Context: an optimization exercise on an open-source flow, tuned for small area, a short achievable clock period and few clock cycles per item. The choices shown serve that exercise and are no tape-out recipe. Function was checked by simulation only, so behaviour that the tests miss may differ from the original. Power is estimated from default activity; no workload was simulated.

==> flow/design.v, too long to show whole: its modules and the start of the top module <==
// module DataPath: 4266 lines
// module FullAdder: 4 lines
// module HalfAdder: 4 lines
// module HalfAdderX: 4 lines
// module Aoi21: 3 lines
// module Oai21: 3 lines
// module Nand2: 3 lines
// module Nor2: 3 lines
// module Xor2: 3 lines
// module Xnor2: 3 lines
// module BoothEncN: 4 lines
// module BoothSel: 5 lines
// module BoothOai: 3 lines
// module BoothXor: 3 lines
// module control_Machine: 22 lines
// module Multiplier: 19 lines
module Multiplier
(
	input wire Clock,
	input wire Reset,
	input wire iValid_Data,
	input wire iAck,
	input wire [31:0] Data_A,
	input wire [31:0] Data_B,
	output wire oReady,
	output wire oDone,
	output wire [63:0] Prod
);
  // ...
==> flow/flow/run.sh <==
#!/bin/bash
# The standard layout (the standard.sh, standard synthesis included), except that the
# port buffers ORFS inserts at global placement are buf_2 cells instead of its default
# delay-cell choice, so the resizer can size them like any other buffer.
set -euo pipefail
bash standard.sh "BUFFER_PORTS_ARGS=-buffer_cell sky130_fd_sc_hd__buf_2" finish > flow_make.log 2>&1
==> flow/standard.sh <==
#!/bin/bash
# synth_recipe.tcl (not shown) runs the flow's synth.tcl, then flattens the netlist and writes it again
# the make line also repeats each setting of config.mk as NAME=value (left out here)
make -C /OpenROAD-flow-scripts/flow DESIGN_CONFIG=/design/flow/config.mk WORK_HOME=/design/flow/orfs CLKGATE_MAP_FILE= SYNTH_SCRIPT=/design/flow/synth_recipe.tcl "${@:-finish}"
==> flow/config.mk <==
export PLATFORM = sky130hd
export DESIGN_NAME = Multiplier
export DESIGN_NICKNAME = Multiplier
export VERILOG_FILES = /design/flow/design.v
export SDC_FILE = /design/flow/constraint.sdc
export NUM_CORES = 4
export LEC_CHECK = 0
export CAP_MARGIN = 20
export CORE_MARGIN = 2
export CORE_UTILIZATION = 55
export SETUP_SLACK_MARGIN = 0.15
export SLEW_MARGIN = 20
export SYNTH_HIERARCHICAL = 1
export SYNTH_MINIMUM_KEEP_SIZE = 0
==> flow/constraint.sdc <==
create_clock -name core_clock -period 5.0 [get_ports {Clock}]
set_input_delay 1.0000 -clock core_clock [delete_from_list [all_inputs] [get_ports {Clock}]]
set_output_delay 1.0000 -clock core_clock [all_outputs]
set_load 0.01 [all_outputs]
==> summary.txt, run 1 <==
Yosys
  • Seq/Total Area, Yosys: between 15 and 20%
  • Largest family of logic cells by synthesized area: adder cells
  • Adder-cell share of the synthesized area: 35.6%
  • Syn_nets: around 3.2k
  • Synthesized flop and latch total: approximately 190

Route
  • Final ANT Viol Nets: 0
  • DR vias/cell: between 6 and 7
  • DR WL/cell: around 30 um
  • Via count of the routed design: roughly 24k
  • Met3 wire len: 14,100 um
  • Max layer used: met4

STA
  • Final Max Slew Viols: 0
  • Hold slack: between 500 and 600 ps
  • Worst-margin pin slew: roughly 1100 ps
  • Final Hold Fails: 0
  • Skew final: ~11 ps

Placement
  • Dpl hpwl: about 80,000 um
  • GPL Wtd Cong: 0.989

GRT
  • Largest net degree at the start of global routing: 52
  • GR Overflow Total: 0
  • Grt met2 use: 59.1%

Hold path
  • Worst hold stages: 2
  • Min-Delay Path Class: register to register

Outcome
  • Status: complete, no violations

Flow run
  • Max cap viols: 0

Clock tree
  • CTS hold repair buffers: 0
  • Clk slew on worst S/H paths: about 90 ps
  • Max Root-Sink Buffers: 2
  • TritonCTS Buffers: 17

Finish
  • Final Util: between 60% and 70%
  • Clock buffers: 18
  • Fill cells: around 4.3k
  • Final net count: roughly 3.4k
  • #MultiIn Comb: about 2.2k

Setup path
  • Reg2reg end: data1.r0_37
  • WP data required: approximately 4000 ps
  • Worst reg2reg startpoint: control1.rFull
  • Setup slack, reg-to-reg: 3260 ps
  • CP Capture Type: output port
  • CP peak stage delay: around 550 ps

Die
  • Chip width: between 200 and 250 um
  • N_taps: 680

Pwr
  • Clock net power: approximately 1400 uW
Testbench counts, summed over its fixed seeds: cycles 1,608, items 1,600.
==> run 2: changes to the inputs <==
--- a/flow/design.v
+++ b/flow/design.v
@@ -1571,18 +1571,16 @@
 wire xs15;
 wire xc15;
 wire fs405;
 wire fc405;
 wire hs44;
 wire hc44;
 wire hs45;
 wire hc45;
-wire hs46;
-wire hc46;
 wire fs406;
 wire fc406;
 wire fs407;
 wire fc407;
 wire fs408;
 wire fc408;
 wire fs409;
 wire fc409;
@@ -1599,18 +1597,24 @@
 wire fs415;
 wire fc415;
 wire fs416;
 wire fc416;
 wire fs417;
 wire fc417;
 wire fs418;
 wire fc418;
+wire xs16;
+wire xc16;
 wire fs419;
 wire fc419;
+wire hs46;
+wire hc46;
+wire hs47;
+wire hc47;
 wire fs420;
 wire fc420;
 wire fs421;
 wire fc421;
 wire fs422;
 wire fc422;
 wire fs423;
 wire fc423;
@@ -1689,20 +1693,48 @@
 wire fs460;
 wire fc460;
 wire fs461;
 wire fc461;
 wire fs462;
 wire fc462;
 wire fs463;
 wire fc463;
-wire xs16;
-wire xc16;
-wire fs464;
-wire fc464;
+wire hs48;
+wire hc48;
+wire hs49;
+wire hc49;
+wire hs50;
+wire hc50;
+wire hs51;
+wire hc51;
+wire hs52;
+wire hc52;
+wire hs53;
+wire hc53;
+wire hs54;
+wire hc54;
+wire hs55;
+wire hc55;
+wire hs56;
+wire hc56;
+wire hs57;
+wire hc57;
+wire hs58;
+wire hc58;
+wire hs59;
+wire hc59;
+wire hs60;
+wire hc60;
+wire hs61;
+wire hc61;
+wire hs62;
+wire hc62;
+wire hs63;
+wire hc63;
 wire cp1;
 wire cg1;
 wire cp2;
 wire cg2;
 wire cp3;
 wire cg3;
 wire cp4;
 wire cg4;
@@ -2353,61 +2385,46 @@
 reg r0_46;
 reg r1_46;
 reg r2_46;
 reg r0_47;
 reg r1_47;
 reg r2_47;
 reg r0_48;
 reg r1_48;
-reg r2_48;
 reg r0_49;
 reg r1_49;
-reg r2_49;
 reg r0_50;
 reg r1_50;
-reg r2_50;
 reg r0_51;
 reg r1_51;
-reg r2_51;
 reg r0_52;
 reg r1_52;
-reg r2_52;
 reg r0_53;
 reg r1_53;
-reg r2_53;
 reg r0_54;
 reg r1_54;
-reg r2_54;
 reg r0_55;
 reg r1_55;
-reg r2_55;
 reg r0_56;
 reg r1_56;
-reg r2_56;
 reg r0_57;
 reg r1_57;
-reg r2_57;
 reg r0_58;
 reg r1_58;
-reg r2_58;
 reg r0_59;
 reg r1_59;
-reg r2_59;
 reg r0_60;
 reg r1_60;
-reg r2_60;
 reg r0_61;
 reg r1_61;
-reg r2_61;
 reg r0_62;
 reg r1_62;
 reg r0_63;
 reg r1_63;
-reg r2_63;
 assign an1 = ~Data_A[0];
 assign an2 = ~Data_A[1];
 assign an3 = ~Data_A[2];
 assign an4 = ~Data_A[3];
 assign an5 = ~Data_A[4];
 assign an6 = ~Data_A[5];
 assign an7 = ~Data_A[6];
 assign an8 = ~Data_A[7];
@@ -3505,204 +3522,220 @@
 FullAdder u_fs400 (.iA(fs345), .iB(fc343), .iC(fc344), .oS(fs400), .oC(fc400));
 FullAdder u_fs401 (.iA(xs13), .iB(fc345), .iC(fc346), .oS(fs401), .oC(fc401));
 FullAdder u_fs402 (.iA(xc13), .iB(fs348), .iC(fs349), .oS(fs402), .oC(fc402));
 FullAdder u_fs403 (.iA(hs40), .iB(xs14), .iC(fc348), .oS(fs403), .oC(fc403));
 FullAdder u_fs404 (.iA(pp525), .iB(hc40), .iC(xc14), .oS(fs404), .oC(fc404));
 HalfAdderX u_xs15 (.iA(pp526), .iB(hs41), .oS(xs15), .oC(xc15));
 FullAdder u_fs405 (.iA(iv15), .iB(pq30), .iC(pp527), .oS(fs405), .oC(fc405));
 HalfAdder u_hs44 (.iA(pq31), .iB(pp528), .oS(hs44), .oC(hc44));
-HalfAdder u_hs45 (.iA(r0_2), .iB(r1_2), .oS(hs45), .oC(hc45));
-HalfAdder u_hs46 (.iA(r0_3), .iB(r1_3), .oS(hs46), .oC(hc46));
-FullAdder u_fs406 (.iA(r0_4), .iB(r1_4), .iC(r2_4), .oS(fs406), .oC(fc406));
-FullAdder u_fs407 (.iA(r0_5), .iB(r1_5), .iC(r2_5), .oS(fs407), .oC(fc407));
-FullAdder u_fs408 (.iA(r0_6), .iB(r1_6), .iC(r2_6), .oS(fs408), .oC(fc408));
-FullAdder u_fs409 (.iA(r0_7), .iB(r1_7), .iC(r2_7), .oS(fs409), .oC(fc409));
-FullAdder u_fs410 (.iA(r0_8), .iB(r1_8), .iC(r2_8), .oS(fs410), .oC(fc410));
-FullAdder u_fs411 (.iA(r0_9), .iB(r1_9), .iC(r2_9), .oS(fs411), .oC(fc411));
-FullAdder u_fs412 (.iA(r0_10), .iB(r1_10), .iC(r2_10), .oS(fs412), .oC(fc412));
-FullAdder u_fs413 (.iA(r0_11), .iB(r1_11), .iC(r2_11), .oS(fs413), .oC(fc413));
-FullAdder u_fs414 (.iA(r0_12), .iB(r1_12), .iC(r2_12), .oS(fs414), .oC(fc414));
-FullAdder u_fs415 (.iA(r0_13), .iB(r1_13), .iC(r2_13), .oS(fs415), .oC(fc415));
-FullAdder u_fs416 (.iA(r0_14), .iB(r1_14), .iC(r2_14), .oS(fs416), .oC(fc416));
-FullAdder u_fs417 (.iA(r0_15), .iB(r1_15), .iC(r2_15), .oS(fs417), .oC(fc417));
-FullAdder u_fs418 (.iA(r0_16), .iB(r1_16), .iC(r2_16), .oS(fs418), .oC(fc418));
-FullAdder u_fs419 (.iA(r0_17), .iB(r1_17), .iC(r2_17), .oS(fs419), .oC(fc419));
-FullAdder u_fs420 (.iA(r0_18), .iB(r1_18), .iC(r2_18), .oS(fs420), .oC(fc420));
-FullAdder u_fs421 (.iA(r0_19), .iB(r1_19), .iC(r2_19), .oS(fs421), .oC(fc421));
-FullAdder u_fs422 (.iA(r0_20), .iB(r1_20), .iC(r2_20), .oS(fs422), .oC(fc422));
-FullAdder u_fs423 (.iA(r0_21), .iB(r1_21), .iC(r2_21), .oS(fs423), .oC(fc423));
-FullAdder u_fs424 (.iA(r0_22), .iB(r1_22), .iC(r2_22), .oS(fs424), .oC(fc424));
-FullAdder u_fs425 (.iA(r0_23), .iB(r1_23), .iC(r2_23), .oS(fs425), .oC(fc425));
-FullAdder u_fs426 (.iA(r0_24), .iB(r1_24), .iC(r2_24), .oS(fs426), .oC(fc426));
-FullAdder u_fs427 (.iA(r0_25), .iB(r1_25), .iC(r2_25), .oS(fs427), .oC(fc427));
-FullAdder u_fs428 (.iA(r0_26), .iB(r1_26), .iC(r2_26), .oS(fs428), .oC(fc428));
-FullAdder u_fs429 (.iA(r0_27), .iB(r1_27), .iC(r2_27), .oS(fs429), .oC(fc429));
-FullAdder u_fs430 (.iA(r0_28), .iB(r1_28), .iC(r2_28), .oS(fs430), .oC(fc430));
-FullAdder u_fs431 (.iA(r0_29), .iB(r1_29), .iC(r2_29), .oS(fs431), .oC(fc431));
-FullAdder u_fs432 (.iA(r0_30), .iB(r1_30), .iC(r2_30), .oS(fs432), .oC(fc432));
-FullAdder u_fs433 (.iA(r0_31), .iB(r1_31), .iC(r2_31), .oS(fs433), .oC(fc433));
-FullAdder u_fs434 (.iA(r0_32), .iB(r1_32), .iC(r2_32), .oS(fs434), .oC(fc434));
-FullAdder u_fs435 (.iA(r0_33), .iB(r1_33), .iC(r2_33), .oS(fs435), .oC(fc435));
-FullAdder u_fs436 (.iA(r0_34), .iB(r1_34), .iC(r2_34), .oS(fs436), .oC(fc436));
-FullAdder u_fs437 (.iA(r0_35), .iB(r1_35), .iC(r2_35), .oS(fs437), .oC(fc437));
-FullAdder u_fs438 (.iA(r0_36), .iB(r1_36), .iC(r2_36), .oS(fs438), .oC(fc438));
-FullAdder u_fs439 (.iA(r0_37), .iB(r1_37), .iC(r2_37), .oS(fs439), .oC(fc439));
-FullAdder u_fs440 (.iA(r0_38), .iB(r1_38), .iC(r2_38), .oS(fs440), .oC(fc440));
-FullAdder u_fs441 (.iA(r0_39), .iB(r1_39), .iC(r2_39), .oS(fs441), .oC(fc441));
-FullAdder u_fs442 (.iA(r0_40), .iB(r1_40), .iC(r2_40), .oS(fs442), .oC(fc442));
-FullAdder u_fs443 (.iA(r0_41), .iB(r1_41), .iC(r2_41), .oS(fs443), .oC(fc443));
-FullAdder u_fs444 (.iA(r0_42), .iB(r1_42), .iC(r2_42), .oS(fs444), .oC(fc444));
-FullAdder u_fs445 (.iA(r0_43), .iB(r1_43), .iC(r2_43), .oS(fs445), .oC(fc445));
-FullAdder u_fs446 (.iA(r0_44), .iB(r1_44), .iC(r2_44), .oS(fs446), .oC(fc446));
-FullAdder u_fs447 (.iA(r0_45), .iB(r1_45), .iC(r2_45), .oS(fs447), .oC(fc447));
-FullAdder u_fs448 (.iA(r0_46), .iB(r1_46), .iC(r2_46), .oS(fs448), .oC(fc448));
-FullAdder u_fs449 (.iA(r0_47), .iB(r1_47), .iC(r2_47), .oS(fs449), .oC(fc449));
-FullAdder u_fs450 (.iA(r0_48), .iB(r1_48), .iC(r2_48), .oS(fs450), .oC(fc450));
-FullAdder u_fs451 (.iA(r0_49), .iB(r1_49), .iC(r2_49), .oS(fs451), .oC(fc451));
-FullAdder u_fs452 (.iA(r0_50), .iB(r1_50), .iC(r2_50), .oS(fs452), .oC(fc452));
-FullAdder u_fs453 (.iA(r0_51), .iB(r1_51), .iC(r2_51), .oS(fs453), .oC(fc453));
-FullAdder u_fs454 (.iA(r0_52), .iB(r1_52), .iC(r2_52), .oS(fs454), .oC(fc454));
-FullAdder u_fs455 (.iA(r0_53), .iB(r1_53), .iC(r2_53), .oS(fs455), .oC(fc455));
-FullAdder u_fs456 (.iA(r0_54), .iB(r1_54), .iC(r2_54), .oS(fs456), .oC(fc456));
-FullAdder u_fs457 (.iA(r0_55), .iB(r1_55), .iC(r2_55), .oS(fs457), .oC(fc457));
-FullAdder u_fs458 (.iA(r0_56), .iB(r1_56), .iC(r2_56), .oS(fs458), .oC(fc458));
-FullAdder u_fs459 (.iA(r0_57), .iB(r1_57), .iC(r2_57), .oS(fs459), .oC(fc459));
-FullAdder u_fs460 (.iA(r0_58), .iB(r1_58), .iC(r2_58), .oS(fs460), .oC(fc460));
-FullAdder u_fs461 (.iA(r0_59), .iB(r1_59), .iC(r2_59), .oS(fs461), .oC(fc461));
-FullAdder u_fs462 (.iA(r0_60), .iB(r1_60), .iC(r2_60), .oS(fs462), .oC(fc462));
-FullAdder u_fs463 (.iA(r0_61), .iB(r1_61), .iC(r2_61), .oS(fs463), .oC(fc463));
-HalfAdderX u_xs16 (.iA(r0_62), .iB(r1_62), .oS(xs16), .oC(xc16));
-FullAdder u_fs464 (.iA(r0_63), .iB(r1_63), .iC(r2_63), .oS(fs464), .oC(fc464));
+HalfAdder u_hs45 (.iA(fs332), .iB(fc392), .oS(hs45), .oC(hc45));
+FullAdder u_fs406 (.iA(fs334), .iB(fc393), .iC(fs394), .oS(fs406), .oC(fc406));
+FullAdder u_fs407 (.iA(fs336), .iB(fc394), .iC(fs395), .oS(fs407), .oC(fc407));
+FullAdder u_fs408 (.iA(fs338), .iB(fc395), .iC(fs396), .oS(fs408), .oC(fc408));
+FullAdder u_fs409 (.iA(fc338), .iB(fs397), .iC(fc396), .oS(fs409), .oC(fc409));
+FullAdder u_fs410 (.iA(fc340), .iB(fs398), .iC(fc397), .oS(fs410), .oC(fc410));
+FullAdder u_fs411 (.iA(fs344), .iB(fc398), .iC(fs399), .oS(fs411), .oC(fc411));
+FullAdder u_fs412 (.iA(fs346), .iB(fc399), .iC(fs400), .oS(fs412), .oC(fc412));
+FullAdder u_fs413 (.iA(fs347), .iB(fc400), .iC(fs401), .oS(fs413), .oC(fc413));
+FullAdder u_fs414 (.iA(fc347), .iB(fs402), .iC(fc401), .oS(fs414), .oC(fc414));
+FullAdder u_fs415 (.iA(fc349), .iB(fs403), .iC(fc402), .oS(fs415), .oC(fc415));
+FullAdder u_fs416 (.iA(fs350), .iB(fs404), .iC(fc403), .oS(fs416), .oC(fc416));
+FullAdder u_fs417 (.iA(fc350), .iB(xs15), .iC(fc404), .oS(fs417), .oC(fc417));
+FullAdder u_fs418 (.iA(hc41), .iB(xc15), .iC(fs405), .oS(fs418), .oC(fc418));
+HalfAdderX u_xs16 (.iA(hs44), .iB(fc405), .oS(xs16), .oC(xc16));
+FullAdder u_fs419 (.iA(iv16), .iB(pq32), .iC(hc44), .oS(fs419), .oC(fc419));
+HalfAdder u_hs46 (.iA(r0_2), .iB(r1_2), .oS(hs46), .oC(hc46));
+HalfAdder u_hs47 (.iA(r0_3), .iB(r1_3), .oS(hs47), .oC(hc47));
+FullAdder u_fs420 (.iA(r0_4), .iB(r1_4), .iC(r2_4), .oS(fs420), .oC(fc420));
+FullAdder u_fs421 (.iA(r0_5), .iB(r1_5), .iC(r2_5), .oS(fs421), .oC(fc421));
+FullAdder u_fs422 (.iA(r0_6), .iB(r1_6), .iC(r2_6), .oS(fs422), .oC(fc422));
+FullAdder u_fs423 (.iA(r0_7), .iB(r1_7), .iC(r2_7), .oS(fs423), .oC(fc423));
+FullAdder u_fs424 (.iA(r0_8), .iB(r1_8), .iC(r2_8), .oS(fs424), .oC(fc424));
+FullAdder u_fs425 (.iA(r0_9), .iB(r1_9), .iC(r2_9), .oS(fs425), .oC(fc425));
+FullAdder u_fs426 (.iA(r0_10), .iB(r1_10), .iC(r2_10), .oS(fs426), .oC(fc426));
+FullAdder u_fs427 (.iA(r0_11), .iB(r1_11), .iC(r2_11), .oS(fs427), .oC(fc427));
+FullAdder u_fs428 (.iA(r0_12), .iB(r1_12), .iC(r2_12), .oS(fs428), .oC(fc428));
+FullAdder u_fs429 (.iA(r0_13), .iB(r1_13), .iC(r2_13), .oS(fs429), .oC(fc429));
+FullAdder u_fs430 (.iA(r0_14), .iB(r1_14), .iC(r2_14), .oS(fs430), .oC(fc430));
+FullAdder u_fs431 (.iA(r0_15), .iB(r1_15), .iC(r2_15), .oS(fs431), .oC(fc431));
+FullAdder u_fs432 (.iA(r0_16), .iB(r1_16), .iC(r2_16), .oS(fs432), .oC(fc432));
+FullAdder u_fs433 (.iA(r0_17), .iB(r1_17), .iC(r2_17), .oS(fs433), .oC(fc433));
+FullAdder u_fs434 (.iA(r0_18), .iB(r1_18), .iC(r2_18), .oS(fs434), .oC(fc434));
+FullAdder u_fs435 (.iA(r0_19), .iB(r1_19), .iC(r2_19), .oS(fs435), .oC(fc435));
+FullAdder u_fs436 (.iA(r0_20), .iB(r1_20), .iC(r2_20), .oS(fs436), .oC(fc436));
+FullAdder u_fs437 (.iA(r0_21), .iB(r1_21), .iC(r2_21), .oS(fs437), .oC(fc437));
+FullAdder u_fs438 (.iA(r0_22), .iB(r1_22), .iC(r2_22), .oS(fs438), .oC(fc438));
+FullAdder u_fs439 (.iA(r0_23), .iB(r1_23), .iC(r2_23), .oS(fs439), .oC(fc439));
+FullAdder u_fs440 (.iA(r0_24), .iB(r1_24), .iC(r2_24), .oS(fs440), .oC(fc440));
+FullAdder u_fs441 (.iA(r0_25), .iB(r1_25), .iC(r2_25), .oS(fs441), .oC(fc441));
+FullAdder u_fs442 (.iA(r0_26), .iB(r1_26), .iC(r2_26), .oS(fs442), .oC(fc442));
+FullAdder u_fs443 (.iA(r0_27), .iB(r1_27), .iC(r2_27), .oS(fs443), .oC(fc443));
+FullAdder u_fs444 (.iA(r0_28), .iB(r1_28), .iC(r2_28), .oS(fs444), .oC(fc444));
+FullAdder u_fs445 (.iA(r0_29), .iB(r1_29), .iC(r2_29), .oS(fs445), .oC(fc445));
+FullAdder u_fs446 (.iA(r0_30), .iB(r1_30), .iC(r2_30), .oS(fs446), .oC(fc446));
+FullAdder u_fs447 (.iA(r0_31), .iB(r1_31), .iC(r2_31), .oS(fs447), .oC(fc447));
+FullAdder u_fs448 (.iA(r0_32), .iB(r1_32), .iC(r2_32), .oS(fs448), .oC(fc448));
+FullAdder u_fs449 (.iA(r0_33), .iB(r1_33), .iC(r2_33), .oS(fs449), .oC(fc449));
+FullAdder u_fs450 (.iA(r0_34), .iB(r1_34), .iC(r2_34), .oS(fs450), .oC(fc450));
+FullAdder u_fs451 (.iA(r0_35), .iB(r1_35), .iC(r2_35), .oS(fs451), .oC(fc451));
+FullAdder u_fs452 (.iA(r0_36), .iB(r1_36), .iC(r2_36), .oS(fs452), .oC(fc452));
+FullAdder u_fs453 (.iA(r0_37), .iB(r1_37), .iC(r2_37), .oS(fs453), .oC(fc453));
+FullAdder u_fs454 (.iA(r0_38), .iB(r1_38), .iC(r2_38), .oS(fs454), .oC(fc454));
+FullAdder u_fs455 (.iA(r0_39), .iB(r1_39), .iC(r2_39), .oS(fs455), .oC(fc455));
+FullAdder u_fs456 (.iA(r0_40), .iB(r1_40), .iC(r2_40), .oS(fs456), .oC(fc456));
+FullAdder u_fs457 (.iA(r0_41), .iB(r1_41), .iC(r2_41), .oS(fs457), .oC(fc457));
+FullAdder u_fs458 (.iA(r0_42), .iB(r1_42), .iC(r2_42), .oS(fs458), .oC(fc458));
+FullAdder u_fs459 (.iA(r0_43), .iB(r1_43), .iC(r2_43), .oS(fs459), .oC(fc459));
+FullAdder u_fs460 (.iA(r0_44), .iB(r1_44), .iC(r2_44), .oS(fs460), .oC(fc460));
+FullAdder u_fs461 (.iA(r0_45), .iB(r1_45), .iC(r2_45), .oS(fs461), .oC(fc461));
+FullAdder u_fs462 (.iA(r0_46), .iB(r1_46), .iC(r2_46), .oS(fs462), .oC(fc462));
+FullAdder u_fs463 (.iA(r0_47), .iB(r1_47), .iC(r2_47), .oS(fs463), .oC(fc463));
+HalfAdder u_hs48 (.iA(r0_48), .iB(r1_48), .oS(hs48), .oC(hc48));
+HalfAdder u_hs49 (.iA(r0_49), .iB(r1_49), .oS(hs49), .oC(hc49));
+HalfAdder u_hs50 (.iA(r0_50), .iB(r1_50), .oS(hs50), .oC(hc50));
+HalfAdder u_hs51 (.iA(r0_51), .iB(r1_51), .oS(hs51), .oC(hc51));
+HalfAdder u_hs52 (.iA(r0_52), .iB(r1_52), .oS(hs52), .oC(hc52));
+HalfAdder u_hs53 (.iA(r0_53), .iB(r1_53), .oS(hs53), .oC(hc53));
+HalfAdder u_hs54 (.iA(r0_54), .iB(r1_54), .oS(hs54), .oC(hc54));
+HalfAdder u_hs55 (.iA(r0_55), .iB(r1_55), .oS(hs55), .oC(hc55));
+HalfAdder u_hs56 (.iA(r0_56), .iB(r1_56), .oS(hs56), .oC(hc56));
+HalfAdder u_hs57 (.iA(r0_57), .iB(r1_57), .oS(hs57), .oC(hc57));
+HalfAdder u_hs58 (.iA(r0_58), .iB(r1_58), .oS(hs58), .oC(hc58));
+HalfAdder u_hs59 (.iA(r0_59), .iB(r1_59), .oS(hs59), .oC(hc59));
+HalfAdder u_hs60 (.iA(r0_60), .iB(r1_60), .oS(hs60), .oC(hc60));
+HalfAdder u_hs61 (.iA(r0_61), .iB(r1_61), .oS(hs61), .oC(hc61));
+HalfAdder u_hs62 (.iA(r0_62), .iB(r1_62), .oS(hs62), .oC(hc62));
+HalfAdder u_hs63 (.iA(r0_63), .iB(r1_63), .oS(hs63), .oC(hc63));
 Xnor2 u_cp1 (.iA(r0_0), .iB(r1_0), .oY(cp1));
 Nand2 u_cg1 (.iA(r0_0), .iB(r1_0), .oY(cg1));
-Xnor2 u_cp2 (.iA(r2_2), .iB(hs45), .oY(cp2));
-Nand2 u_cg2 (.iA(r2_2), .iB(hs45), .oY(cg2));
-Xnor2 u_cp3 (.iA(hc45), .iB(hs46), .oY(cp3));
-Nand2 u_cg3 (.iA(hc45), .iB(hs46), .oY(cg3));
-Xnor2 u_cp4 (.iA(hc46), .iB(fs406), .oY(cp4));
-Nand2 u_cg4 (.iA(hc46), .iB(fs406), .oY(cg4));
-Xnor2 u_cp5 (.iA(fc406), .iB(fs407), .oY(cp5));
-Nand2 u_cg5 (.iA(fc406), .iB(fs407), .oY(cg5));
-Xnor2 u_cp6 (.iA(fc407), .iB(fs408), .oY(cp6));
-Nand2 u_cg6 (.iA(fc407), .iB(fs408), .oY(cg6));
-Xnor2 u_cp7 (.iA(fc408), .iB(fs409), .oY(cp7));
-Nand2 u_cg7 (.iA(fc408), .iB(fs409), .oY(cg7));
-Xnor2 u_cp8 (.iA(fc409), .iB(fs410), .oY(cp8));
-Nand2 u_cg8 (.iA(fc409), .iB(fs410), .oY(cg8));
-Xnor2 u_cp9 (.iA(fc410), .iB(fs411), .oY(cp9));
-Nand2 u_cg9 (.iA(fc410), .iB(fs411), .oY(cg9));
-Xnor2 u_cp10 (.iA(fc411), .iB(fs412), .oY(cp10));
-Nand2 u_cg10 (.iA(fc411), .iB(fs412), .oY(cg10));
-Xnor2 u_cp11 (.iA(fc412), .iB(fs413), .oY(cp11));
-Nand2 u_cg11 (.iA(fc412), .iB(fs413), .oY(cg11));
-Xnor2 u_cp12 (.iA(fc413), .iB(fs414), .oY(cp12));
-Nand2 u_cg12 (.iA(fc413), .iB(fs414), .oY(cg12));
-Xnor2 u_cp13 (.iA(fc414), .iB(fs415), .oY(cp13));
-Nand2 u_cg13 (.iA(fc414), .iB(fs415), .oY(cg13));
-Xnor2 u_cp14 (.iA(fc415), .iB(fs416), .oY(cp14));
-Nand2 u_cg14 (.iA(fc415), .iB(fs416), .oY(cg14));
-Xnor2 u_cp15 (.iA(fc416), .iB(fs417), .oY(cp15));
-Nand2 u_cg15 (.iA(fc416), .iB(fs417), .oY(cg15));
-Xnor2 u_cp16 (.iA(fc417), .iB(fs418), .oY(cp16));
-Nand2 u_cg16 (.iA(fc417), .iB(fs418), .oY(cg16));
-Xnor2 u_cp17 (.iA(fc418), .iB(fs419), .oY(cp17));
-Nand2 u_cg17 (.iA(fc418), .iB(fs419), .oY(cg17));
-Xnor2 u_cp18 (.iA(fc419), .iB(fs420), .oY(cp18));
-Nand2 u_cg18 (.iA(fc419), .iB(fs420), .oY(cg18));
-Xnor2 u_cp19 (.iA(fc420), .iB(fs421), .oY(cp19));
-Nand2 u_cg19 (.iA(fc420), .iB(fs421), .oY(cg19));
-Xnor2 u_cp20 (.iA(fc421), .iB(fs422), .oY(cp20));
-Nand2 u_cg20 (.iA(fc421), .iB(fs422), .oY(cg20));
-Xnor2 u_cp21 (.iA(fc422), .iB(fs423), .oY(cp21));
-Nand2 u_cg21 (.iA(fc422), .iB(fs423), .oY(cg21));
-Xnor2 u_cp22 (.iA(fc423), .iB(fs424), .oY(cp22));
-Nand2 u_cg22 (.iA(fc423), .iB(fs424), .oY(cg22));
-Xnor2 u_cp23 (.iA(fc424), .iB(fs425), .oY(cp23));
-Nand2 u_cg23 (.iA(fc424), .iB(fs425), .oY(cg23));
-Xnor2 u_cp24 (.iA(fc425), .iB(fs426), .oY(cp24));
-Nand2 u_cg24 (.iA(fc425), .iB(fs426), .oY(cg24));
-Xnor2 u_cp25 (.iA(fc426), .iB(fs427), .oY(cp25));
-Nand2 u_cg25 (.iA(fc426), .iB(fs427), .oY(cg25));
-Xnor2 u_cp26 (.iA(fc427), .iB(fs428), .oY(cp26));
-Nand2 u_cg26 (.iA(fc427), .iB(fs428), .oY(cg26));
-Xnor2 u_cp27 (.iA(fc428), .iB(fs429), .oY(cp27));
-Nand2 u_cg27 (.iA(fc428), .iB(fs429), .oY(cg27));
-Xnor2 u_cp28 (.iA(fc429), .iB(fs430), .oY(cp28));
-Nand2 u_cg28 (.iA(fc429), .iB(fs430), .oY(cg28));
-Xnor2 u_cp29 (.iA(fc430), .iB(fs431), .oY(cp29));
-Nand2 u_cg29 (.iA(fc430), .iB(fs431), .oY(cg29));
-Xnor2 u_cp30 (.iA(fc431), .iB(fs432), .oY(cp30));
-Nand2 u_cg30 (.iA(fc431), .iB(fs432), .oY(cg30));
-Xnor2 u_cp31 (.iA(fc432), .iB(fs433), .oY(cp31));
-Nand2 u_cg31 (.iA(fc432), .iB(fs433), .oY(cg31));
-Xnor2 u_cp32 (.iA(fc433), .iB(fs434), .oY(cp32));
-Nand2 u_cg32 (.iA(fc433), .iB(fs434), .oY(cg32));
-Xnor2 u_cp33 (.iA(fc434), .iB(fs435), .oY(cp33));
-Nand2 u_cg33 (.iA(fc434), .iB(fs435), .oY(cg33));
-Xnor2 u_cp34 (.iA(fc435), .iB(fs436), .oY(cp34));
-Nand2 u_cg34 (.iA(fc435), .iB(fs436), .oY(cg34));
-Xnor2 u_cp35 (.iA(fc436), .iB(fs437), .oY(cp35));
-Nand2 u_cg35 (.iA(fc436), .iB(fs437), .oY(cg35));
-Xnor2 u_cp36 (.iA(fc437), .iB(fs438), .oY(cp36));
-Nand2 u_cg36 (.iA(fc437), .iB(fs438), .oY(cg36));
-Xnor2 u_cp37 (.iA(fc438), .iB(fs439), .oY(cp37));
-Nand2 u_cg37 (.iA(fc438), .iB(fs439), .oY(cg37));
-Xnor2 u_cp38 (.iA(fc439), .iB(fs440), .oY(cp38));
-Nand2 u_cg38 (.iA(fc439), .iB(fs440), .oY(cg38));
-Xnor2 u_cp39 (.iA(fc440), .iB(fs441), .oY(cp39));
-Nand2 u_cg39 (.iA(fc440), .iB(fs441), .oY(cg39));
-Xnor2 u_cp40 (.iA(fc441), .iB(fs442), .oY(cp40));
-Nand2 u_cg40 (.iA(fc441), .iB(fs442), .oY(cg40));
-Xnor2 u_cp41 (.iA(fc442), .iB(fs443), .oY(cp41));
-Nand2 u_cg41 (.iA(fc442), .iB(fs443), .oY(cg41));
-Xnor2 u_cp42 (.iA(fc443), .iB(fs444), .oY(cp42));
-Nand2 u_cg42 (.iA(fc443), .iB(fs444), .oY(cg42));
-Xnor2 u_cp43 (.iA(fc444), .iB(fs445), .oY(cp43));
-Nand2 u_cg43 (.iA(fc444), .iB(fs445), .oY(cg43));
-Xnor2 u_cp44 (.iA(fc445), .iB(fs446), .oY(cp44));
-Nand2 u_cg44 (.iA(fc445), .iB(fs446), .oY(cg44));
-Xnor2 u_cp45 (.iA(fc446), .iB(fs447), .oY(cp45));
-Nand2 u_cg45 (.iA(fc446), .iB(fs447), .oY(cg45));
-Xnor2 u_cp46 (.iA(fc447), .iB(fs448), .oY(cp46));
-Nand2 u_cg46 (.iA(fc447), .iB(fs448), .oY(cg46));
-Xnor2 u_cp47 (.iA(fc448), .iB(fs449), .oY(cp47));
-Nand2 u_cg47 (.iA(fc448), .iB(fs449), .oY(cg47));
-Xnor2 u_cp48 (.iA(fc449), .iB(fs450), .oY(cp48));
-Nand2 u_cg48 (.iA(fc449), .iB(fs450), .oY(cg48));
-Xnor2 u_cp49 (.iA(fc450), .iB(fs451), .oY(cp49));
-Nand2 u_cg49 (.iA(fc450), .iB(fs451), .oY(cg49));
-Xnor2 u_cp50 (.iA(fc451), .iB(fs452), .oY(cp50));
-Nand2 u_cg50 (.iA(fc451), .iB(fs452), .oY(cg50));
-Xnor2 u_cp51 (.iA(fc452), .iB(fs453), .oY(cp51));
-Nand2 u_cg51 (.iA(fc452), .iB(fs453), .oY(cg51));
-Xnor2 u_cp52 (.iA(fc453), .iB(fs454), .oY(cp52));
-Nand2 u_cg52 (.iA(fc453), .iB(fs454), .oY(cg52));
-Xnor2 u_cp53 (.iA(fc454), .iB(fs455), .oY(cp53));
-Nand2 u_cg53 (.iA(fc454), .iB(fs455), .oY(cg53));
-Xnor2 u_cp54 (.iA(fc455), .iB(fs456), .oY(cp54));
-Nand2 u_cg54 (.iA(fc455), .iB(fs456), .oY(cg54));
-Xnor2 u_cp55 (.iA(fc456), .iB(fs457), .oY(cp55));
-Nand2 u_cg55 (.iA(fc456), .iB(fs457), .oY(cg55));
-Xnor2 u_cp56 (.iA(fc457), .iB(fs458), .oY(cp56));
-Nand2 u_cg56 (.iA(fc457), .iB(fs458), .oY(cg56));
-Xnor2 u_cp57 (.iA(fc458), .iB(fs459), .oY(cp57));
-Nand2 u_cg57 (.iA(fc458), .iB(fs459), .oY(cg57));
-Xnor2 u_cp58 (.iA(fc459), .iB(fs460), .oY(cp58));
-Nand2 u_cg58 (.iA(fc459), .iB(fs460), .oY(cg58));
-Xnor2 u_cp59 (.iA(fc460), .iB(fs461), .oY(cp59));
-Nand2 u_cg59 (.iA(fc460), .iB(fs461), .oY(cg59));
-Xnor2 u_cp60 (.iA(fc461), .iB(fs462), .oY(cp60));
-Nand2 u_cg60 (.iA(fc461), .iB(fs462), .oY(cg60));
-Xnor2 u_cp61 (.iA(fc462), .iB(fs463), .oY(cp61));
-Nand2 u_cg61 (.iA(fc462), .iB(fs463), .oY(cg61));
-Xnor2 u_cp62 (.iA(xs16), .iB(fc463), .oY(cp62));
-Nand2 u_cg62 (.iA(xs16), .iB(fc463), .oY(cg62));
-Xnor2 u_cp63 (.iA(xc16), .iB(fs464), .oY(cp63));
-Nand2 u_cg63 (.iA(xc16), .iB(fs464), .oY(cg63));
+Xnor2 u_cp2 (.iA(r2_2), .iB(hs46), .oY(cp2));
+Nand2 u_cg2 (.iA(r2_2), .iB(hs46), .oY(cg2));
+Xnor2 u_cp3 (.iA(hc46), .iB(hs47), .oY(cp3));
+Nand2 u_cg3 (.iA(hc46), .iB(hs47), .oY(cg3));
+Xnor2 u_cp4 (.iA(hc47), .iB(fs420), .oY(cp4));
+Nand2 u_cg4 (.iA(hc47), .iB(fs420), .oY(cg4));
+Xnor2 u_cp5 (.iA(fc420), .iB(fs421), .oY(cp5));
+Nand2 u_cg5 (.iA(fc420), .iB(fs421), .oY(cg5));
+Xnor2 u_cp6 (.iA(fc421), .iB(fs422), .oY(cp6));
+Nand2 u_cg6 (.iA(fc421), .iB(fs422), .oY(cg6));
+Xnor2 u_cp7 (.iA(fc422), .iB(fs423), .oY(cp7));
+Nand2 u_cg7 (.iA(fc422), .iB(fs423), .oY(cg7));
+Xnor2 u_cp8 (.iA(fc423), .iB(fs424), .oY(cp8));
+Nand2 u_cg8 (.iA(fc423), .iB(fs424), .oY(cg8));
+Xnor2 u_cp9 (.iA(fc424), .iB(fs425), .oY(cp9));
+Nand2 u_cg9 (.iA(fc424), .iB(fs425), .oY(cg9));
+Xnor2 u_cp10 (.iA(fc425), .iB(fs426), .oY(cp10));
+Nand2 u_cg10 (.iA(fc425), .iB(fs426), .oY(cg10));
+Xnor2 u_cp11 (.iA(fc426), .iB(fs427), .oY(cp11));
+Nand2 u_cg11 (.iA(fc426), .iB(fs427), .oY(cg11));
+Xnor2 u_cp12 (.iA(fc427), .iB(fs428), .oY(cp12));
+Nand2 u_cg12 (.iA(fc427), .iB(fs428), .oY(cg12));
+Xnor2 u_cp13 (.iA(fc428), .iB(fs429), .oY(cp13));
+Nand2 u_cg13 (.iA(fc428), .iB(fs429), .oY(cg13));
+Xnor2 u_cp14 (.iA(fc429), .iB(fs430), .oY(cp14));
+Nand2 u_cg14 (.iA(fc429), .iB(fs430), .oY(cg14));
+Xnor2 u_cp15 (.iA(fc430), .iB(fs431), .oY(cp15));
+Nand2 u_cg15 (.iA(fc430), .iB(fs431), .oY(cg15));
+Xnor2 u_cp16 (.iA(fc431), .iB(fs432), .oY(cp16));
+Nand2 u_cg16 (.iA(fc431), .iB(fs432), .oY(cg16));
+Xnor2 u_cp17 (.iA(fc432), .iB(fs433), .oY(cp17));
+Nand2 u_cg17 (.iA(fc432), .iB(fs433), .oY(cg17));
+Xnor2 u_cp18 (.iA(fc433), .iB(fs434), .oY(cp18));
+Nand2 u_cg18 (.iA(fc433), .iB(fs434), .oY(cg18));
+Xnor2 u_cp19 (.iA(fc434), .iB(fs435), .oY(cp19));
+Nand2 u_cg19 (.iA(fc434), .iB(fs435), .oY(cg19));
+Xnor2 u_cp20 (.iA(fc435), .iB(fs436), .oY(cp20));
+Nand2 u_cg20 (.iA(fc435), .iB(fs436), .oY(cg20));
+Xnor2 u_cp21 (.iA(fc436), .iB(fs437), .oY(cp21));
+Nand2 u_cg21 (.iA(fc436), .iB(fs437), .oY(cg21));
+Xnor2 u_cp22 (.iA(fc437), .iB(fs438), .oY(cp22));
+Nand2 u_cg22 (.iA(fc437), .iB(fs438), .oY(cg22));
+Xnor2 u_cp23 (.iA(fc438), .iB(fs439), .oY(cp23));
+Nand2 u_cg23 (.iA(fc438), .iB(fs439), .oY(cg23));
+Xnor2 u_cp24 (.iA(fc439), .iB(fs440), .oY(cp24));
+Nand2 u_cg24 (.iA(fc439), .iB(fs440), .oY(cg24));
+Xnor2 u_cp25 (.iA(fc440), .iB(fs441), .oY(cp25));
+Nand2 u_cg25 (.iA(fc440), .iB(fs441), .oY(cg25));
+Xnor2 u_cp26 (.iA(fc441), .iB(fs442), .oY(cp26));
+Nand2 u_cg26 (.iA(fc441), .iB(fs442), .oY(cg26));
+Xnor2 u_cp27 (.iA(fc442), .iB(fs443), .oY(cp27));
+Nand2 u_cg27 (.iA(fc442), .iB(fs443), .oY(cg27));
+Xnor2 u_cp28 (.iA(fc443), .iB(fs444), .oY(cp28));
+Nand2 u_cg28 (.iA(fc443), .iB(fs444), .oY(cg28));
+Xnor2 u_cp29 (.iA(fc444), .iB(fs445), .oY(cp29));
+Nand2 u_cg29 (.iA(fc444), .iB(fs445), .oY(cg29));
+Xnor2 u_cp30 (.iA(fc445), .iB(fs446), .oY(cp30));
+Nand2 u_cg30 (.iA(fc445), .iB(fs446), .oY(cg30));
+Xnor2 u_cp31 (.iA(fc446), .iB(fs447), .oY(cp31));
+Nand2 u_cg31 (.iA(fc446), .iB(fs447), .oY(cg31));
+Xnor2 u_cp32 (.iA(fc447), .iB(fs448), .oY(cp32));
+Nand2 u_cg32 (.iA(fc447), .iB(fs448), .oY(cg32));
+Xnor2 u_cp33 (.iA(fc448), .iB(fs449), .oY(cp33));
+Nand2 u_cg33 (.iA(fc448), .iB(fs449), .oY(cg33));
+Xnor2 u_cp34 (.iA(fc449), .iB(fs450), .oY(cp34));
+Nand2 u_cg34 (.iA(fc449), .iB(fs450), .oY(cg34));
+Xnor2 u_cp35 (.iA(fc450), .iB(fs451), .oY(cp35));
+Nand2 u_cg35 (.iA(fc450), .iB(fs451), .oY(cg35));
+Xnor2 u_cp36 (.iA(fc451), .iB(fs452), .oY(cp36));
+Nand2 u_cg36 (.iA(fc451), .iB(fs452), .oY(cg36));
+Xnor2 u_cp37 (.iA(fc452), .iB(fs453), .oY(cp37));
+Nand2 u_cg37 (.iA(fc452), .iB(fs453), .oY(cg37));
+Xnor2 u_cp38 (.iA(fc453), .iB(fs454), .oY(cp38));
+Nand2 u_cg38 (.iA(fc453), .iB(fs454), .oY(cg38));
+Xnor2 u_cp39 (.iA(fc454), .iB(fs455), .oY(cp39));
+Nand2 u_cg39 (.iA(fc454), .iB(fs455), .oY(cg39));
+Xnor2 u_cp40 (.iA(fc455), .iB(fs456), .oY(cp40));
+Nand2 u_cg40 (.iA(fc455), .iB(fs456), .oY(cg40));
+Xnor2 u_cp41 (.iA(fc456), .iB(fs457), .oY(cp41));
+Nand2 u_cg41 (.iA(fc456), .iB(fs457), .oY(cg41));
+Xnor2 u_cp42 (.iA(fc457), .iB(fs458), .oY(cp42));
+Nand2 u_cg42 (.iA(fc457), .iB(fs458), .oY(cg42));
+Xnor2 u_cp43 (.iA(fc458), .iB(fs459), .oY(cp43));
+Nand2 u_cg43 (.iA(fc458), .iB(fs459), .oY(cg43));
+Xnor2 u_cp44 (.iA(fc459), .iB(fs460), .oY(cp44));
+Nand2 u_cg44 (.iA(fc459), .iB(fs460), .oY(cg44));
+Xnor2 u_cp45 (.iA(fc460), .iB(fs461), .oY(cp45));
+Nand2 u_cg45 (.iA(fc460), .iB(fs461), .oY(cg45));
+Xnor2 u_cp46 (.iA(fc461), .iB(fs462), .oY(cp46));
+Nand2 u_cg46 (.iA(fc461), .iB(fs462), .oY(cg46));
+Xnor2 u_cp47 (.iA(fc462), .iB(fs463), .oY(cp47));
+Nand2 u_cg47 (.iA(fc462), .iB(fs463), .oY(cg47));
+Xnor2 u_cp48 (.iA(hs48), .iB(fc463), .oY(cp48));
+Nand2 u_cg48 (.iA(hs48), .iB(fc463), .oY(cg48));
+Xnor2 u_cp49 (.iA(hc48), .iB(hs49), .oY(cp49));
+Nand2 u_cg49 (.iA(hc48), .iB(hs49), .oY(cg49));
+Xnor2 u_cp50 (.iA(hc49), .iB(hs50), .oY(cp50));
+Nand2 u_cg50 (.iA(hc49), .iB(hs50), .oY(cg50));
+Xnor2 u_cp51 (.iA(hc50), .iB(hs51), .oY(cp51));
+Nand2 u_cg51 (.iA(hc50), .iB(hs51), .oY(cg51));
+Xnor2 u_cp52 (.iA(hc51), .iB(hs52), .oY(cp52));
+Nand2 u_cg52 (.iA(hc51), .iB(hs52), .oY(cg52));
+Xnor2 u_cp53 (.iA(hc52), .iB(hs53), .oY(cp53));
+Nand2 u_cg53 (.iA(hc52), .iB(hs53), .oY(cg53));
+Xnor2 u_cp54 (.iA(hc53), .iB(hs54), .oY(cp54));
+Nand2 u_cg54 (.iA(hc53), .iB(hs54), .oY(cg54));
+Xnor2 u_cp55 (.iA(hc54), .iB(hs55), .oY(cp55));
+Nand2 u_cg55 (.iA(hc54), .iB(hs55), .oY(cg55));
+Xnor2 u_cp56 (.iA(hc55), .iB(hs56), .oY(cp56));
+Nand2 u_cg56 (.iA(hc55), .iB(hs56), .oY(cg56));
+Xnor2 u_cp57 (.iA(hc56), .iB(hs57), .oY(cp57));
+Nand2 u_cg57 (.iA(hc56), .iB(hs57), .oY(cg57));
+Xnor2 u_cp58 (.iA(hc57), .iB(hs58), .oY(cp58));
+Nand2 u_cg58 (.iA(hc57), .iB(hs58), .oY(cg58));
+Xnor2 u_cp59 (.iA(hc58), .iB(hs59), .oY(cp59));
+Nand2 u_cg59 (.iA(hc58), .iB(hs59), .oY(cg59));
+Xnor2 u_cp60 (.iA(hc59), .iB(hs60), .oY(cp60));
+Nand2 u_cg60 (.iA(hc59), .iB(hs60), .oY(cg60));
+Xnor2 u_cp61 (.iA(hc60), .iB(hs61), .oY(cp61));
+Nand2 u_cg61 (.iA(hc60), .iB(hs61), .oY(cg61));
+Xnor2 u_cp62 (.iA(hc61), .iB(hs62), .oY(cp62));
+Nand2 u_cg62 (.iA(hc61), .iB(hs62), .oY(cg62));
+Xnor2 u_cp63 (.iA(hc62), .iB(hs63), .oY(cp63));
+Nand2 u_cg63 (.iA(hc62), .iB(hs63), .oY(cg63));
 Xnor2 u_cs1 (.iA(r0_1), .iB(cg1), .oY(cs1));
 Nor2 u_ca1 (.iA(ci2), .iB(cg1), .oY(ca1));
 Nor2 u_cq1 (.iA(ci2), .iB(cp1), .oY(cq1));
 Xnor2 u_cs2 (.iA(cp2), .iB(ca1), .oY(cs2));
 Oai21 u_cx1 (.iA1(cp2), .iA2(ci3), .iB1(cg2), .oY(cx1));
 Xnor2 u_cs3 (.iA(cp3), .iB(cx1), .oY(cs3));
 Oai21 u_cx2 (.iA1(cp3), .iA2(cg2), .iB1(cg3), .oY(cx2));
 Nor2 u_cq2 (.iA(cp3), .iB(cp2), .oY(cq2));
@@ -4209,63 +4242,48 @@
 		r1_45 <= fs390;
 		r2_45 <= fc389;
 		r0_46 <= fs328;
 		r1_46 <= fc390;
 		r2_46 <= fs391;
 		r0_47 <= fs330;
 		r1_47 <= fc391;
 		r2_47 <= fs392;
-		r0_48 <= fs332;
-		r1_48 <= fc392;
-		r2_48 <= fs393;
-		r0_49 <= fs334;
-		r1_49 <= fc393;
-		r2_49 <= fs394;
-		r0_50 <= fs336;
-		r1_50 <= fc394;
-		r2_50 <= fs395;
-		r0_51 <= fs338;
-		r1_51 <= fc395;
-		r2_51 <= fs396;
-		r0_52 <= fc338;
-		r1_52 <= fs397;
-		r2_52 <= fc396;
-		r0_53 <= fc340;
-		r1_53 <= fs398;
-		r2_53 <= fc397;
-		r0_54 <= fs344;
-		r1_54 <= fc398;
-		r2_54 <= fs399;
-		r0_55 <= fs346;
-		r1_55 <= fc399;
-		r2_55 <= fs400;
-		r0_56 <= fs347;
-		r1_56 <= fc400;
-		r2_56 <= fs401;
-		r0_57 <= fc347;
-		r1_57 <= fs402;
-		r2_57 <= fc401;
-		r0_58 <= fc349;
-		r1_58 <= fs403;
-		r2_58 <= fc402;
-		r0_59 <= fs350;
-		r1_59 <= fs404;
-		r2_59 <= fc403;
-		r0_60 <= fc350;
-		r1_60 <= xs15;
-		r2_60 <= fc404;
-		r0_61 <= hc41;
-		r1_61 <= xc15;
-		r2_61 <= fs405;
-		r0_62 <= hs44;
-		r1_62 <= fc405;
-		r0_63 <= iv16;
-		r1_63 <= pq32;
-		r2_63 <= hc44;
+		r0_48 <= fs393;
+		r1_48 <= hs45;
+		r0_49 <= hc45;
+		r1_49 <= fs406;
+		r0_50 <= fc406;
+		r1_50 <= fs407;
+		r0_51 <= fc407;
+		r1_51 <= fs408;
+		r0_52 <= fc408;
+		r1_52 <= fs409;
+		r0_53 <= fs410;
+		r1_53 <= fc409;
+		r0_54 <= fs411;
+		r1_54 <= fc410;
+		r0_55 <= fc411;
+		r1_55 <= fs412;
+		r0_56 <= fc412;
+		r1_56 <= fs413;
+		r0_57 <= fc413;
+		r1_57 <= fs414;
+		r0_58 <= fs415;
+		r1_58 <= fc414;
+		r0_59 <= fs416;
+		r1_59 <= fc415;
+		r0_60 <= fs417;
+		r1_60 <= fc416;
+		r0_61 <= fs418;
+		r1_61 <= fc417;
+		r0_62 <= xs16;
+		r1_62 <= fc418;
+		r0_63 <= xc16;
+		r1_63 <= fs419;
 	end
 assign Prod = {cs63, cs62, cs61, cs60, cs59, cs58, cs57, cs56, cs55, cs54, cs53, cs52, cs51, cs50, cs49, cs48, cs47, cs46, cs45, cs44, cs43, cs42, cs41, cs40, cs39, cs38, cs37, cs36, cs35, cs34, cs33, cs32, cs31, cs30, cs29, cs28, cs27, cs26, cs25, cs24, cs23, cs22, cs21, cs20, cs19, cs18, cs17, cs16, cs15, cs14, cs13, cs12, cs11, cs10, cs9, cs8, cs7, cs6, cs5, cs4, cs3, cs2, cs1, ci1};
 endmodule
 module FullAdder (input wire iA, input wire iB, input wire iC, output wire oS, output wire oC);
 assign oS = iA ^ iB ^ iC;
 assign oC = (iA & iB) | (iA & iC) | (iB & iC);
 endmodule
 module HalfAdder (input wire iA, input wire iB, output wire oS, output wire oC);
==> flow/config.mk (replaced) <==
export PLATFORM = sky130hd
export DESIGN_NAME = Multiplier
export DESIGN_NICKNAME = Multiplier
export VERILOG_FILES = /design/flow/design.v
export SDC_FILE = /design/flow/constraint.sdc
export NUM_CORES = 4
export LEC_CHECK = 0
export CAP_MARGIN = 20
export CORE_MARGIN = 2
export CORE_UTILIZATION = 55
export SETUP_SLACK_MARGIN = 0.35
export SLEW_MARGIN = 20
export SYNTH_HIERARCHICAL = 1
export SYNTH_MINIMUM_KEEP_SIZE = 0
==> summary.txt, run 2 <==
Pwr
  • Psw: 13,700 uW (was 13,400 uW)
  • Switching Fraction: 53.0% (was 53.5%)
  • Combinational share of power: 81.9% (was 80.8%)
  • Int Pwr: 12,200 uW (was 11,600 uW)
  • Sequential share of power: 12.9% (was 13.7%)
  • Max VDD drop: 1.09 mV (was 0.907 mV)
  • Leakage Power: 0.0125 uW (was 0.0124 uW)
  • Power Density: 814 nW/um^2 (was 791 nW/um^2)
  • Clock power share: 5.2% (was 5.6%)

STA
  • Count of final setup violators: 0 (unchanged)
  • Relative slew slack: 36.1% (was 27.8%)
  • Fmax: 0.217 GHz (was 0.209 GHz)
  • Final Max Slew Viols: 0 (unchanged)
  • Final Hold Fails: 0 (unchanged)
  • Skew final: 16.1 ps (was 11.1 ps)
  • RSZ-0062 raised after global routing: true (unchanged)
  • Final Cycle Share: 92.0% (was 95.9%)
  • Hold slack: 508 ps (was 509 ps)
  • Minimum clock period: 4600 ps (was 4790 ps)
  • Worst-margin pin slew: 953 ps (was 1080 ps)

Yosys
  • Synth top area share: 33.1% (was 32.9%)
  • Post-Synth XOR/XNOR Area: 20.9% (was 20.7%)
  • Top cells by area, synth: fa_1 (33%), edfxtp_1 (18%), xor2_1 (16%) (was fa_1 (33%), edfxtp_1 (20%), xor2_1 (16%))
  • Synthesized area per cell: 10.9 sq um (was 11.0 sq um)
  • Synth warn: 8 (unchanged)
  • Syn Inst Count: 2,565 (was 2,564)
  • Synthesized flop and latch total: 173 (was 188)
  • Adder-cell share of the synthesized area: 36.6% (was 35.6%)
  • Seq/Total Area, Yosys: 18.5% (was 19.9%)
  • Simple-Gate Fraction of Synth Area: 4.47% (was 4.43%)
  • Mux contribution to synthesized area: 0% (unchanged)
  • Largest area contributor in the netlist: fa_1 (unchanged)
  • Synth Flop Type: edfxtp_1 (unchanged)
  • Syn Std Cell Area: 28,000 sq um (was 28,300 sq um)
  • Most common cell in the netlist: xor2_1 (unchanged)
  • Number of flops mapped to enable cells by yosys: 172 (was 187)
  • Async set or reset register ratio after synthesis: 0% (unchanged)
  • Largest family of logic cells by synthesized area: adder cells (unchanged)
  • Syn_nets: 3,175 (was 3,158)
  • Synth top cells by count: xor2_1 (516), o22ai_1 (496), fa_1 (463) (was xor2_1 (516), o22ai_1 (496), fa_1 (464))
  • Compound-Gate Fraction of Synth Area: 15.9% (was 15.7%)
  • Cell variety after synth: 22 (unchanged)

Finish
  • Final Util: 63.5% (was 61.9%)
  • Final net count: 3,406 (was 3,413)
  • Layout cells sized above 1: 16.8% (was 16.2%)
  • Leading cell types in the layout, fill and taps excluded: xor2_1 (516), o22ai_1 (496), fa_1 (462), edfxtp_1 (172), buf_2 (133) (was xor2_1 (516), o22ai_1 (496), fa_1 (464), edfxtp_1 (187), buf_4 (148))
  • Multi-input gate area: 22,400 sq um (was 21,800 sq um)
  • Commonest non-fill, non-tap cell in the layout: xor2_1 (unchanged)
  • Reg area: 5180 sq um (was 5640 sq um)
  • Post-Layout Cell Count: 3,483 (was 3,513)
  • Fill cells: 4,085 (was 4,310)
  • Area Growth Syn to Fin: 13.8% (was 12.0%)

Placement
  • GPL Wtd Cong: 1.00 (was 0.989)
  • Port Buffers: 133 (unchanged)
  • Inst Count DP: 3,440 (was 3,479)
  • Dpl hpwl: 76,600 um (was 78,900 um)

Setup path
  • CP most frequent cell: o21ai_1
  • WP data required: 4000 ps (about the same)
  • Setup slack, reg-to-reg: 2970 ps (was 3260 ps)
  • Critical Path, Cell by Cell: fa_1 -> xnor2_4 -> o21ai_1 -> a21oi_2 -> o21ai_1 -> a21oi_2 -> o21ai_1 -> a21oi_4 -> o21ai_1 -> xnor2_1 -> buf_2 (was fa_1 -> xnor2_2 -> o21ai_2 -> a21oi_2 -> o21ai_1 -> a21oi_2 -> o21ai_1 -> a21oi_2 -> o21ai_1 -> xnor2_1 -> buf_2)
  • CP peak stage delay: 700 ps (was 550 ps)
  • Worst reg2reg startpoint: control1.rFull (unchanged)
  • Reg2reg end: data1.r0_44 (was data1.r0_37)
  • CP arrival: 3600 ps (was 3790 ps)
  • Slowest cell on crit path: fa_1 (unchanged)
  • CP Capture Type: output port (unchanged)
  • R2R cell count: 3 (was 4)
  • Crit Path Class: register to output port (unchanged)
  • CP Max Fanout: 3 (unchanged)
  • Startpoint Class: register (unchanged)

Outcome
  • Status: complete, no violations (unchanged)

GRT
  • Total track usage: 42.1% (was 41.2%)
  • Initial antenna violation count: 5 (was 3)
  • GR Overflow Total: 0 (unchanged)
  • First-pass GRT wire length: 161,000 um (was 159,000 um)
  • Vias in the first global route: 25.1k (was 24.5k)
  • Largest net degree at the start of global routing: 95 (was 52)

Clock tree
  • Clk slew on worst S/H paths: 80 ps (was 90 ps)
  • Clk latency of the worst-skew pair: 500 ps (was 510 ps)
  • Sink Count: 173 (was 188)
  • CTS root buf: clkbuf_16 (unchanged)
  • CTS hold repair buffers: 0 (unchanged)
  • TritonCTS clock tree: yes (unchanged)
  • H-tree depth: 4 (unchanged)
  • TritonCTS Buffers: 17 (unchanged)
  • Max Root-Sink Buffers: 2 (unchanged)

Hold path
  • Worst hold stages: 2 (unchanged)
  • WHS Endpoint: control1.rFull (unchanged)
  • Hold Startpoint: control1.rFull (unchanged)
  • Min-Delay Path Class: register to register (unchanged)

Route
  • Via count of the routed design: 23.7k (about the same)
  • Post-route DRC: 0 (unchanged)
  • WL final: 109,000 um (was 107,000 um)
  • Final ANT Viol Nets: 0 (unchanged)
  • DR pass1 iterations: 6 (unchanged)
  • DR vias/cell: 6.79 (was 6.76)
  • DR iter-0 viols: 2,925 (was 3,457)
  • DR WL/cell: 31.2 um (was 30.4 um)

Die
  • Core area: 50,200 sq um (was 51,100 sq um)
  • Initial core utilization: 55.8% (was 55.3%)
  • Die height: 230 um (was 231 um)
  • Top Ports: 134 (unchanged)
  • Row count: 82 (was 83)
  • Die area: 52,700 sq um (was 53,200 sq um)
  • Chip width: 230 um (was 231 um)

Flow run
  • Max cap viols: 0 (unchanged)
## run 2: cell types whose count changed in the layout (fill, tap and decap cells not counted), moves of 13 or more
cell and delta:
buf_4 -50, buf_12 +27, ha_1 +17, edfxtp_1 -15, xnor2_1 -15, a21oi_2 -13
a21oi_4 +13
## run 2: cells by family after synthesis
kind of cell             count (synthesis)
XOR/XNOR                               668
AND/OR/NAND/NOR                        283
AO/OA/AOI/OAI                          698
adder cells (fa/ha/maj)                542
flip-flops                             173
buffers and inverters                  201
## run 2: area by class of cell
| cell class | instances | area share (%) |
|---|---|---|
| diodes | 2 | 0.0157 |
| inverters | 132 | 1.57 |
| flip-flops and latches | 173 | 16.3 |
| repair buffers | 281 | 7.54 |
| clock inverters | 14 | 0.420 |
| clock buffers | 18 | 1.35 |
| well taps | 672 | 2.64 |
| multi-input cells | 2191 | 70.2 |
## run 2: timing repair
item | CTS | global route
pin swaps | 1 | 6
endpoints found under the setup margin | 30 | 34
buffers inserted | 2 | 7
gates resized for setup | 22 | 50
## run 2: worst max-delay path, delay by kind of cell (launching register included)
kind,cells,cell delay [ps]
AO/OA/AOI/OAI,7,1460
XOR/XNOR,2,340
adder cells (fa/ha/maj),1,700
buffers and inverters,1,150
flip-flops,1,430
## run 2: worst max path at each step
| stage | start | to | slack (ps) | depth (start not counted) |
|---|---|---|---|---|
| after floorplan | iAck | data1.r0_0 | -950 | 2 |
| after global placement | Data_B[23] | data1.r2_34 | 10 | 9 |
| after detailed placement | Data_B[23] | data1.r2_35 | -40 | 9 |
| after CTS | data1.r1_37 | Prod[41] | 260 | 11 |
| after global routing | data1.r0_39 | Prod[41] | 250 | 12 |
| final | data1.r0_35 | Prod[39] | 400 | 11 |
## run 2: per-module statistics from Yosys, one instance, submodules excluded, a selection
module | copies in the design | cells
HalfAdder | 63 | 1
Xnor2 | 106 | 1
Xor2 | 20 | 1
BoothXor | 496 | 1
control_Machine | 1 | 5
DataPath | 1 | 404
## run 2: power by group through the flow
stage | sequential (uW) | combinational, uW | clock [uW]
CTS | 3350 | 20200 | 1360
global placement | 3370 | 19400 | 0
detailed placement | 3390 | 19800 | 0
global route | 3420 | 23000 | 1410
finish | 3350 | 21200 | 1350
floorplan | 3300 | 14500 | 0
## run 2: metal layers
layer / wire, um / track usage [%] / up-vias / share of wire (%)
met5: 0 / 0 / - / 0
met4: 7040 / 24.1 / 0 / 6.5
met3: 13900 / 14.4 / 477 / 13
met2: 48800 / 64.3 / 1864 / 45
met1: 38900 / 52.4 / 11791 / 36
li1: - / - / 9523 / -
## run 2: metrics by stage
stage	setup WS (ps)	setup TNS [ps]	total power (uW)	instance area, sq um
5_1_grt	254	0	27800	31900
3_5_place_dp	-39.0	-40.5	23200	30800
3_3_place_gp	14.9	0	22800	30800
2_1_floorplan	-946	-162780	17800	28200
4_1_cts	255	0	24900	31500
6_report	400	0	25900	31900
Testbench counts of run 2, summed over its fixed seeds: cycles 1,608, items 1,600.

-- port drivers added, routing unchanged --
The results above use ideal ports. As a check the final layouts listed here were re-extracted and re-timed, cells and wires unchanged.
Step 1 assumes that a clkbuf_16 drives the clock port and a buf_2 every other input.
Step 2 times the ports against the registers' clock, not the clock port: input delays grow and output delays shrink by t, the midpoint of the rising clock arrivals with the driver on.
Slacks: no drivers / after step 1 / after step 2; pairs: no drivers / after step 1.
run	shift t [ns]	setup WS [ns]	worst register clock-pin slew, ns
run 1	0.568	0.205 / 0.142 / -0.100	0.09 / 0.09
run 2	0.564	0.400 / 0.338 / 0.000	0.09 / 0.09
Met with ideal ports but missed after step 2: setup timing in run 1. For run 2, which loses most, drivers alone change the setup slack by -0.062 ns; drivers and shift together by -0.400 ns.
